Background: an optimization exercise with open tools, aiming at small area. Do not read the settings as production practice.
RTL that was checked went through simulation tests only; none was proved equivalent to the original.
Power is estimated from default activity; no workload was simulated.

Setup of the previous run:
==> flow/design.v <==
`timescale 1ns / 1ps
module bin_counter(input clk, reset, enable, output reg [1:0] count);
reg [2:0] c5;
wire dtick = c5[2] & ~c5[1];
always @(posedge clk) begin
  if (reset) begin
    c5 <= 3'b111;
    count <= 2'b00;
  end else if (enable) begin
    c5 <= {c5[1:0], ~(c5[2] & c5[1])};
    if (dtick) count <= {count[0], ~count[1]};
  end
end
endmodule
`timescale 1ns / 1ps
module clk_divider(input clk, rst, output tick);
reg [3:0] c16;
wire f = c16[3] ^ c16[2] ^ (c16[2:0] == 3'b000);
always @(posedge clk) begin
  if (rst) c16 <= 4'b0000;
  else c16 <= {c16[2:0], f};
end
assign tick = (c16 == 4'b1101);
endmodule
`timescale 1ns / 1ps
`timescale 1ns / 1ps
`timescale 1ns / 1ps
`timescale 1ns / 1ps
module pushbutton_detect(input clk, rst, en, in, output out);
reg [1:0] run;
reg [1:0] st;
wire newp = in & run[1] & run[0];
wire fresh = ~st[1] & st[0] & ~run[1] & run[0];
always @(posedge clk) begin
  if (rst) begin
    run <= 2'b00;
    st <= 2'b00;
  end else if (en) begin
    run <= {in & ~newp & (run[1] | run[0]), newp | (in & ~run[1] & ~fresh)};
    st <= {~newp & st[0] & ~fresh, newp | (st[0] & ~st[1])};
  end
end
assign out = st[1] & ~st[0];
endmodule
`timescale 1ns / 1ps
module CU(input clk, input rst, input en, input BTNL, input BTNR,
input BTNC, output reg [1:0] window, output reg load);
wire inc = BTNL & ~BTNR;
wire dec = BTNR & ~BTNL;
always @(posedge clk) begin
  if (rst) begin
    window <= 2'b00;
    load <= 1'b0;
  end else if (en) begin
    load <= BTNC;
    if (inc) window <= {window[0], 1'b1};
    else if (dec) window <= {1'b0, window[1]};
  end
end
endmodule
`timescale 1ns / 1ps
module bcd_add_digit(input [3:0] a, input [3:0] b, input ci, output [3:0] r, output co);
wire [4:0] k;
wire [3:0] z;
assign k[0] = ci;
genvar j;
generate for (j = 0; j < 4; j = j + 1) begin : fa
  assign z[j] = a[j] ^ b[j] ^ k[j];
  assign k[j+1] = (a[j] & b[j]) | (k[j] & (a[j] ^ b[j]));
end endgenerate
assign co = k[4];
assign r[0] = z[0];
assign r[1] = z[1] ^ co;
assign r[2] = z[2] ^ (co & ~z[1]);
assign r[3] = z[3] ^ (co & (z[2] | z[1]));
endmodule
module multiplier(
    input  [7:0] MP,
    input  [7:0] MC,
    input clk,
    input rst,
    input load,
    output sign,
    output done,
    output reg [16:0] product
    );
localparam [16:0] ZERO = 17'h06666;
wire [7:0] mc_half;
bin_to_BCD conv(.bin(MC), .bcd(mc_half));
reg [7:0] R;
reg inv;
reg [16:0] S;
wire done_flag = ~inv | R[7];
wire bit_k = R[0] ^ inv;
wire zero_flag = ~|R | (inv & &R);
wire [15:0] Sd = load ? {8'd0, mc_half} : S[15:0];
wire [16:0] S2;
wire [3:0] q0, q1, q2, q3;
bcd_dbl b0(.d(Sd[3:0]), .q(q0));
bcd_dbl b1(.d(Sd[7:4]), .q(q1));
bcd_dbl b2(.d(Sd[11:8]), .q(q2));
bcd_dbl b3(.d(Sd[15:12]), .q(q3));
assign S2 = {q3[3], q3[2:0], q2[3], q2[2:0], q1[3], q1[2:0], q0[3], q0[2:0], load & MC[0]};
wire add = done_flag & bit_k;
wire [16:0] Sa = S & {17{add}};
wire [16:0] sum;
wire c1, c2, c3, c4;
bcd_add_digit a0(.a(product[3:0]),   .b(Sa[3:0]),   .ci(1'b0), .r(sum[3:0]),   .co(c1));
bcd_add_digit a1(.a(product[7:4]),   .b(Sa[7:4]),   .ci(c1),   .r(sum[7:4]),   .co(c2));
bcd_add_digit a2(.a(product[11:8]),  .b(Sa[11:8]),  .ci(c2),   .r(sum[11:8]),  .co(c3));
bcd_add_digit a3(.a(product[15:12]), .b(Sa[15:12]), .ci(c3),   .r(sum[15:12]), .co(c4));
assign sum[16] = product[16] | Sa[16] | c4;
always @(posedge clk) begin
  if (rst | load) product <= ZERO;
  else product <= sum;
end
always @(posedge clk) begin
  if (rst) begin
    R[7] <= 1'b0;
    inv <= 1'b1;
  end else if (load) begin
    R[7] <= MP[7];
    inv <= 1'b0;
  end else begin
    inv <= inv | (R[7] & R[0]);
  end
end
always @(posedge clk) begin
  if (load) R[6:0] <= MP[6:0];
  else R[6:0] <= R[7:1];
  S <= S2;
end
assign sign = (MC[7] ^ MP[7]) & (product != ZERO);
assign done = zero_flag & done_flag;
endmodule
`timescale 1ns / 1ps
module bcd_dbl(input [3:0] d, output [3:0] q);
assign q[0] = (d[3] & ~d[0]) | (~d[3] & ~d[2] & d[0]) | (d[2] & d[1] & ~d[0]);
assign q[1] = (d[3] & ~d[0]) | (~d[2] & d[1]) | (d[1] & d[0]);
assign q[2] = (d[3] & d[0]) | (d[2] & ~d[1] & ~d[0]);
assign q[3] = (d[2] & d[0]) | (d[2] & d[1]) | d[3];
endmodule
module bin_to_BCD(input [7:0] bin, output [7:0] bcd);
wire s = bin[7];
wire [6:0] a = bin[6:0];
wire [6:0] below;
assign below[0] = 1'b0;
genvar i;
generate for (i = 1; i < 7; i = i + 1) begin : neg
  assign below[i] = below[i-1] | a[i-1];
end endgenerate
wire [6:1] m = a[6:1] ^ ({6{s}} & below[6:1]);
wire big = s & ~|a;
wire [3:0] o1, o2, o3;
bcd_dbl d1(.d({1'b0, m[6:4]}), .q(o1));
bcd_dbl d2(.d({o1[2:0], m[3]}), .q(o2));
bcd_dbl d3(.d({o2[2:0], m[2]}), .q(o3));
assign bcd[3:0] = {o3[2:0], m[1]} | {1'b0, big, 2'b00};
assign bcd[7:4] = {1'b0, o1[3], o2[3], o3[3]} | {1'b0, big, big, 1'b0};
endmodule
`timescale 1ns / 1ps
module BCD_to_7seg(input [3:0] d, output [6:0] segments);
assign segments[0] = (~d[3] & d[1]) | (d[2] & ~d[1] & d[0]);
assign segments[1] = (~d[3] & d[0]) | (~d[2] & ~d[1]) | (~d[1] & d[0]);
assign segments[2] = d[0] | (~d[2] & d[1]);
assign segments[3] = (~d[3] & d[0]) | (~d[2] & d[1] & ~d[0]) | (d[2] & ~d[1] & d[0]);
assign segments[4] = (~d[2] & ~d[1] & ~d[0]) | (~d[3] & ~d[2]);
assign segments[5] = (~d[2] & d[1] & d[0]) | (d[2] & ~d[1] & ~d[0]) | (~d[3] & ~d[2]);
assign segments[6] = (~d[2] & d[1] & ~d[0]) | (~d[3] & d[0]);
endmodule
`timescale 1ns / 1ps
module Top_module(input clk, input rst, input BTNC, input BTNL, input BTNR, input [7:0] MP,input [7:0] MC, output  done, output [6:0] segments, output [3:0]anode_active);
wire tick;
clk_divider div(.clk(clk), .rst(rst), .tick(tick));
wire bcenter, bleft, bright;
pushbutton_detect center_pb(.clk(clk), .rst(rst), .en(tick), .in(BTNC), .out(bcenter));
pushbutton_detect right_pb (.clk(clk), .rst(rst), .en(tick), .in(BTNR), .out(bright));
pushbutton_detect left_pb  (.clk(clk), .rst(rst), .en(tick), .in(BTNL), .out(bleft));
wire load;
wire [1:0] w;
CU control(.clk(clk), .rst(rst), .en(tick), .BTNL(bleft), .BTNR(bright), .BTNC(bcenter), .window(w), .load(load));
wire [16:0] p;
wire sign;
multiplier multiply(.MP(MP), .MC(MC), .clk(clk), .rst(rst), .load(load), .sign(sign), .done(done), .product(p));
wire [1:0] c;
bin_counter counter(.clk(clk), .reset(rst), .enable(tick), .count(c));
wire cd0 = ~c[1] & ~c[0], cd1 = ~c[1] & c[0], cd2 = c[1] & c[0], c3 = c[1] & ~c[0];
wire wd0 = ~w[0], wd1 = w[0] & ~w[1], wd2 = w[1];
wire s0 = wd0 & cd0;
wire s1 = (wd0 & cd1) | (wd1 & cd0);
wire s2 = (wd0 & cd2) | (wd1 & cd1) | (wd2 & cd0);
wire s3 = (wd1 & cd2) | (wd2 & cd1);
wire s4 = wd2 & cd2;
wire [3:0] num;
assign num[3] = (s0 & p[3]) | (s1 & p[7]) | (s2 & p[11]) | (s3 & p[15]);
assign num[2] = (s0 & p[2]) | (s1 & p[6]) | (s2 & p[10]) | (s3 & p[14]) | s4;
assign num[1] = (s0 & p[1]) | (s1 & p[5]) | (s2 & p[9])  | (s3 & p[13]) | s4 | (c3 & ~sign);
assign num[0] = (s0 & p[0]) | (s1 & p[4]) | (s2 & p[8])  | (s3 & p[12]) | (s4 & p[16]) | c3;
BCD_to_7seg segment(.d(num), .segments(segments));
assign anode_active = ~({4{done}} & {c3 & sign, cd2, cd1, cd0});
endmodule
export LEC_CHECK = 0
export ABC_AREA = 1
export CAP_MARGIN = 20
export CORE_MARGIN = 2
export CORE_UTILIZATION = 70
export SLEW_MARGIN = 20
create_clock -name core_clock -period 15.0 [get_ports {clk}]
standard.sh (not shown) runs the stock make flow with config.mk's settings and CLKGATE_MAP_FILE= SYNTH_SCRIPT=/design/flow/synth_recipe.tcl, a recipe that flattens the netlist after the stock synthesis.
==> flow/flow/run.sh <==
#!/bin/bash
set -euo pipefail
here=$(pwd)

# 1. standard synthesis with the stronger ABC script
rm -rf "$here/scripts_synth"
cp -r "$FLOW_HOME/scripts" "$here/scripts_synth"
cp "$here/flow/abc_area.script" "$here/scripts_synth/abc_area.script"
SCRIPTS_DIR="$here/scripts_synth" bash standard.sh synth > "$here/synth.log" 2>&1

# 2. and 3. the rest of the standard flow's layout
export BUFFER_PORTS_ARGS="-buffer_cell sky130_fd_sc_hd__buf_1"
export CTS_ARGS="-sink_clustering_enable -repair_clock_nets -dont_use_dummy_load -buf_list sky130_fd_sc_hd__clkbuf_4 -root_buf sky130_fd_sc_hd__clkbuf_8"
bash standard.sh finish > "$here/layout.log" 2>&1
test -s "$here/out/final.def"
==> flow/flow/abc_area.script <==
strash
&get -n
&deepsyn -T 60
&put
dch -f
map -a
strash
dch -f
map -a
topo
stime -c
Relative to the previous run, the following input files were edited for the current run:
--- a/flow/design.v
+++ b/flow/design.v
@@ -24,37 +24,33 @@
 endmodule
 `timescale 1ns / 1ps
 `timescale 1ns / 1ps
 `timescale 1ns / 1ps
 `timescale 1ns / 1ps
-module pushbutton_detect(input clk, rst, en, in, output out);
+module pushbutton_detect #(parameter L = 3) (input clk, rst, en, in, output out);
 reg [1:0] run;
-reg [1:0] st;
+reg [L-1:0] s;
 wire newp = in & run[1] & run[0];
-wire fresh = ~st[1] & st[0] & ~run[1] & run[0];
 always @(posedge clk) begin
   if (rst) begin
     run <= 2'b00;
-    st <= 2'b00;
+    s <= 0;
   end else if (en) begin
-    run <= {in & ~newp & (run[1] | run[0]), newp | (in & ~run[1] & ~fresh)};
-    st <= {~newp & st[0] & ~fresh, newp | (st[0] & ~st[1])};
+    run <= {in & (run[0] | run[1]), in & ~run[1]};
+    s <= {newp | (s[L-1] & ~s[L-2]), s[L-1:1]};
   end
 end
-assign out = st[1] & ~st[0];
+assign out = s[0] & ~s[1];
 endmodule
 `timescale 1ns / 1ps
 module CU(input clk, input rst, input en, input BTNL, input BTNR,
-input BTNC, output reg [1:0] window, output reg load);
+output reg [1:0] window);
 wire inc = BTNL & ~BTNR;
 wire dec = BTNR & ~BTNL;
 always @(posedge clk) begin
-  if (rst) begin
-    window <= 2'b00;
-    load <= 1'b0;
-  end else if (en) begin
-    load <= BTNC;
+  if (rst) window <= 2'b00;
+  else if (en) begin
     if (inc) window <= {window[0], 1'b1};
     else if (dec) window <= {1'b0, window[1]};
   end
 end
 endmodule
@@ -88,11 +84,11 @@
 wire [7:0] mc_half;
 bin_to_BCD conv(.bin(MC), .bcd(mc_half));
 reg [7:0] R;
 reg inv;
 reg [16:0] S;
-wire done_flag = ~inv | R[7];
+reg done_flag;
 wire bit_k = R[0] ^ inv;
 wire zero_flag = ~|R | (inv & &R);
 wire [15:0] Sd = load ? {8'd0, mc_half} : S[15:0];
 wire [16:0] S2;
 wire [3:0] q0, q1, q2, q3;
@@ -113,23 +109,21 @@
 always @(posedge clk) begin
   if (rst | load) product <= ZERO;
   else product <= sum;
 end
 always @(posedge clk) begin
-  if (rst) begin
-    R[7] <= 1'b0;
-    inv <= 1'b1;
-  end else if (load) begin
-    R[7] <= MP[7];
+  if (rst) done_flag <= 1'b0;
+  else if (load) done_flag <= 1'b1;
+end
+always @(posedge clk) begin
+  if (load) begin
+    R <= MP;
     inv <= 1'b0;
   end else begin
+    R <= {R[7], R[7:1]};
     inv <= inv | (R[7] & R[0]);
   end
-end
-always @(posedge clk) begin
-  if (load) R[6:0] <= MP[6:0];
-  else R[6:0] <= R[7:1];
   S <= S2;
 end
 assign sign = (MC[7] ^ MP[7]) & (product != ZERO);
 assign done = zero_flag & done_flag;
 endmodule
@@ -170,17 +164,16 @@
 endmodule
 `timescale 1ns / 1ps
 module Top_module(input clk, input rst, input BTNC, input BTNL, input BTNR, input [7:0] MP,input [7:0] MC, output  done, output [6:0] segments, output [3:0]anode_active);
 wire tick;
 clk_divider div(.clk(clk), .rst(rst), .tick(tick));
-wire bcenter, bleft, bright;
-pushbutton_detect center_pb(.clk(clk), .rst(rst), .en(tick), .in(BTNC), .out(bcenter));
-pushbutton_detect right_pb (.clk(clk), .rst(rst), .en(tick), .in(BTNR), .out(bright));
-pushbutton_detect left_pb  (.clk(clk), .rst(rst), .en(tick), .in(BTNL), .out(bleft));
-wire load;
+wire load, bleft, bright;
+pushbutton_detect #(4) center_pb(.clk(clk), .rst(rst), .en(tick), .in(BTNC), .out(load));
+pushbutton_detect #(3) right_pb (.clk(clk), .rst(rst), .en(tick), .in(BTNR), .out(bright));
+pushbutton_detect #(3) left_pb  (.clk(clk), .rst(rst), .en(tick), .in(BTNL), .out(bleft));
 wire [1:0] w;
-CU control(.clk(clk), .rst(rst), .en(tick), .BTNL(bleft), .BTNR(bright), .BTNC(bcenter), .window(w), .load(load));
+CU control(.clk(clk), .rst(rst), .en(tick), .BTNL(bleft), .BTNR(bright), .window(w));
 wire [16:0] p;
 wire sign;
 multiplier multiply(.MP(MP), .MC(MC), .clk(clk), .rst(rst), .load(load), .sign(sign), .done(done), .product(p));
 wire [1:0] c;
 bin_counter counter(.clk(clk), .reset(rst), .enable(tick), .count(c));
--- outcome ---
The current run reached the final stage; the timing, design-rule and antenna checks on its layout passed. On horizontal extent of the die, the previous run and the current run are neck and neck. The current run vs. the previous run: total instance count after detailed placement went down by 13. Delta (the current run minus the previous run): post-layout worst setup margin went down by 0.015 ns, total die area went up by 0.44%. Against the previous run, non-clock buffer count in the current run fell by a few percent. The worst hold slack reported for the current run is smaller than that of the previous run by 0.020 ns. Between the previous run and the current run, sequential element share of the synthesized area increased. On sequential share of layout area: between the previous run and the current run, it ends up lower for the previous run. Cell area of the current run is on par with the previous run. NOTE count of unique library cells instantiated by Yosys the previous run->the current run increased by a few percent. Taking the previous run as the reference point, the total power per unit cell area of the current run rises by about 5%. On data required time of the worst path: between the previous run and the current run, it ends up lower for the previous run.
No functional check of the RTL was part of the current run.

-- port drivers added, routing unchanged --
Ports are ideal in the flow. The routed layouts listed here were re-timed in OpenROAD. Step 1 assumes that a clkbuf_16 drives the clock port and a buf_2 every other input. Step 2 moves the port delays by t, midway between the first and last clock arrival at a register: inputs arrive t later, outputs are due t later. That takes back most of the time a late clock gives input paths. a / b / c = ideal / step 1 / step 2; a / b = the first two.
| run | shift t [ns] | setup slack, ns | hold slack, ns |
|---|---|---|---|
| the previous run | 0.356 | 7.397 / 7.374 / 7.374 | 0.450 / 0.450 / 0.450 |
| the current run | 0.370 | 7.382 / 7.382 / 7.382 | 0.430 / 0.430 / 0.430 |
After both steps every run listed still meets setup and hold. For the previous run, which loses most, drivers alone change the setup slack by -0.023 ns; drivers and shift together by -0.023 ns.
